What follows belongs to an exercise in optimizing a design on an open flow for small area and a short achievable clock period; a production flow would make more cautious choices.
The RTL was checked by simulation tests, not by an equivalence proof against the original design.
No driver is modelled on the clock port, so clock power and skew are understated where the tree is cut down; a real chip needs a root buffer or a tree.
Power is estimated from default activity; no workload was simulated.

Setup of alpha:
==> flow/design.v <==
module xspi_top (
    input  wire        clk,
    input  wire        rst_n,
    input  wire        start,
    input  wire [7:0]  command,
    input  wire [47:0] address,
    input  wire [63:0] wr_data,
    output reg  [63:0] rd_data,
    output reg         done,
    output reg         ready,
    output reg         xspi_cs_n,
    output reg  [7:0]  xspi_io
);
    reg  [8:0]  jc;
    reg         is_wr;       
    reg         is_rd;       
    reg         clr_pend;    
    reg  [63:0] mem;         
    wire is_oth = ~is_wr & ~is_rd;
    wire [17:0] st;          
    assign st[0] = ~jc[0] & ~jc[8];
    genvar n;
    generate
        for (n = 1; n <= 8; n = n + 1) begin : g_up
            assign st[n] = jc[n - 1] & ~jc[n];
        end
        for (n = 10; n <= 17; n = n + 1) begin : g_down
            assign st[n] = ~jc[n - 10] & jc[n - 9];
        end
    endgenerate
    assign st[9] = jc[0] & jc[8];
    wire up_1_8  = jc[0] & ~jc[8];   
    wire st_9_15 = jc[8] & jc[6];    
    wire fin = (st[8] & is_oth) | (st[16] & is_wr) | st[17];
    always @(posedge clk or negedge rst_n) begin
        if (!rst_n)
            jc <= 9'd0;
        else if (fin)
            jc <= 9'd0;
        else
            jc <= {jc[7:0], ~jc[8] & (jc[0] | start)};
    end
    always @(posedge clk or negedge rst_n) begin
        if (!rst_n)
            clr_pend <= 1'b1;
        else if (st[8])
            clr_pend <= 1'b0;
    end
    always @(posedge clk) begin
        if (st[1]) begin
            is_wr <= (command == 8'hA5);
            is_rd <= (command == 8'hFF);
        end
    end
    wire [15:0] io_sel;
    assign io_sel[0]  = st[1];                      
    assign io_sel[1]  = st[7];                      
    assign io_sel[2]  = st[6];                      
    assign io_sel[3]  = st[5];                      
    assign io_sel[4]  = st[4];                      
    assign io_sel[5]  = st[3];                      
    assign io_sel[6]  = st[2];                      
    assign io_sel[7]  = is_wr & st[15];             
    assign io_sel[8]  = is_wr & st[14];             
    assign io_sel[9]  = is_wr & st[13];             
    assign io_sel[10] = is_wr & st[12];             
    assign io_sel[11] = is_wr & st[11];             
    assign io_sel[12] = is_wr & st[10];             
    assign io_sel[13] = is_wr & st[9];              
    assign io_sel[14] = is_wr & st[8];              
    assign io_sel[15] = is_rd & (st[8] | st_9_15);  
    wire [7:0] io_nx;
    xspi_bytesel io_mux (
        .sel(io_sel),
        .src({mem[63:56], wr_data, address, command}),
        .y(io_nx)
    );
    always @(posedge clk) begin
        xspi_io   <= io_nx;
        xspi_cs_n <= ~((up_1_8 & ~(st[8] & is_oth)) | st_9_15
                       | (st[16] & is_rd));
        done      <= fin;
        ready     <= st[16] & is_rd;
    end
    reg mem_sh;      
    reg rd_ld;       
    always @(posedge clk) begin
        mem_sh <= (is_wr & (st[8] | st_9_15))
                | (is_rd & (st[7] | st[8] | st[9] | st[10] | st[11]
                            | st[12] | st[13] | st[14]));
        rd_ld  <= is_rd & st[15];
    end
    wire [7:0] mem_in = (is_wr ? xspi_io : mem[63:56]) & {8{~clr_pend}};
    always @(posedge clk) begin
        if (clr_pend | mem_sh)
            mem <= {mem[55:0], mem_in};
    end
    always @(posedge clk) begin
        if (clr_pend | rd_ld)
            rd_data <= mem;
    end
endmodule
module xspi_bytesel (
    input  wire [15:0]  sel,
    input  wire [127:0] src,
    output wire [7:0]   y
);
    genvar b;
    generate
        for (b = 0; b < 8; b = b + 1) begin : g_bit
            wire [15:0] bits;
            genvar k;
            for (k = 0; k < 16; k = k + 1) begin : g_src
                assign bits[k] = sel[k] & src[8 * k + b];
            end
            assign y[b] = |bits;
        end
    endgenerate
endmodule
Settings: LEC_CHECK=0, ABC_CLOCK_PERIOD_IN_PS=2100, CAP_MARGIN=20, CORE_MARGIN=2, CORE_UTILIZATION=75, SLEW_MARGIN=20, SYNTH_HIERARCHICAL=1, SYNTH_MINIMUM_KEEP_SIZE=0; clock period 7.0 ns.
standard.sh (not shown) runs the stock make flow with config.mk's settings and CLKGATE_MAP_FILE= SYNTH_SCRIPT=/design/flow/synth_recipe.tcl, a recipe that flattens the netlist after the stock synthesis.
==> flow/flow/run.sh <==
#!/bin/bash
# Layout flow: the standard ORFS flow (standard.sh), with these changes.
#  - The port buffers are plain buf_1 cells.
#  - flow/mycts.tcl replaces ORFS's CTS step. The clock port drives one
#    clock inverter, which drives CTS_NBUF clock inverters, each driving one
#    cluster of flip-flops. Then timing repair aims at CTS_MARGIN ns of setup
#    slack, and an area recovery pass gives each cell the smallest size that
#    keeps the worst slack that repair reached.
set -euo pipefail
export BUFFER_PORTS_ARGS="-buffer_cell sky130_fd_sc_hd__buf_1"
RES=$PWD/orfs/results/$FLOW_PLATFORM/xspi_top/base

bash standard.sh "BUFFER_PORTS_ARGS=$BUFFER_PORTS_ARGS" place > flow_1_to_3_place.log 2>&1

PLATFORM_DIR=$FLOW_HOME/platforms/$FLOW_PLATFORM RES=$RES CLK_PORT=clk \
  CTS_ROOT=sky130_fd_sc_hd__clkinv_16 CTS_NBUF=6 CTS_BUFCELL=sky130_fd_sc_hd__clkinv_8 \
  SETUP_SLACK_MARGIN=4.85 AREA_RECOVER=1 AR_MAX_SLEW=0.4 AR_EPS=0.003 \
  openroad -no_init -exit flow/mycts.tcl > flow_4_cts.log 2>&1
cp $RES/4_1_cts.odb $RES/4_cts.odb
touch $RES/4_cts.sdc

bash standard.sh "BUFFER_PORTS_ARGS=$BUFFER_PORTS_ARGS" finish > flow_5_to_6_finish.log 2>&1
Other scripts of this flow, unchanged in this note and not shown: flow/flow/mycts.tcl
alpha ran to completion and came out clean on the timing, design-rule and antenna checks.
Setup changes, alpha to beta
- swapping 75 for 40 in CORE_UTILIZATION
--- outcome ---
Every run (beta and alpha) finished clean.
What beta reported for wire length of the first global-routing pass has to be multiplied by 1.3 to get the figure for alpha.
Relative to alpha, beta improves final critical path time including I/O delays and setup.
Final worst slack sits higher in beta than in alpha.
For gamma, these inputs were changed with respect to beta:
- CORE_UTILIZATION changed from 40 to 60
### Flow results
- Internal portion of total power delta (gamma -> beta): insignificant
- gamma vs. beta: static leakage saw an increase; part of the power in the clock network saw a decrease.
- gamma against beta: clock network power lost about 4%; area growth from synthesis to layout lost 1.0 points; final cell count lost 7.4%; insertion delay to the later sink of the worst-skew pair neither gained nor lost much.
- Maximum frequency, beta and gamma: smaller value in gamma
- beta -> gamma: area after synthesis delta 0, exact match
- Re area inside the core boundary: beta and gamma aren't equal, and the higher value belongs to beta.
- Against beta as the reference, gamma delivers a higher utilization.
In every run of this note, the design's own scripts or RTL, not TritonCTS, make the clock network.

-- separate check: timing with driven ports --
How much do the figures lean on ideal ports? The routed layouts below were timed once more, with nothing changed but the port constraints.
Step 1 (the two cells are an assumption about what drives the block):
set clk [get_ports {clk}]
set_driving_cell -lib_cell sky130_fd_sc_hd__clkbuf_16 $clk
set_driving_cell -lib_cell sky130_fd_sc_hd__buf_2 [delete_from_list [all_inputs] $clk]
Step 2 moves the port delays by t, midway between the first and last clock arrival at a register: inputs arrive t later, outputs are due t later. That takes back most of the time a late clock gives input paths.
a / b / c = ideal / step 1 / step 2; a / b = the first two.
run	shift t [ns]	setup slack, ns	worst setup path at the end	cell pins on the clock port's net
alpha	0.282	4.649 / 4.653 / 4.390	input to register	1
beta	0.285	4.828 / 4.753 / 4.653	input to register	1
gamma	0.275	4.820 / 4.763 / 4.573	input to register	1
After both steps every run listed still meets setup and hold. The setup slack of alpha, which loses most, moves by +0.004 ns with the drivers and by -0.259 ns with both steps.
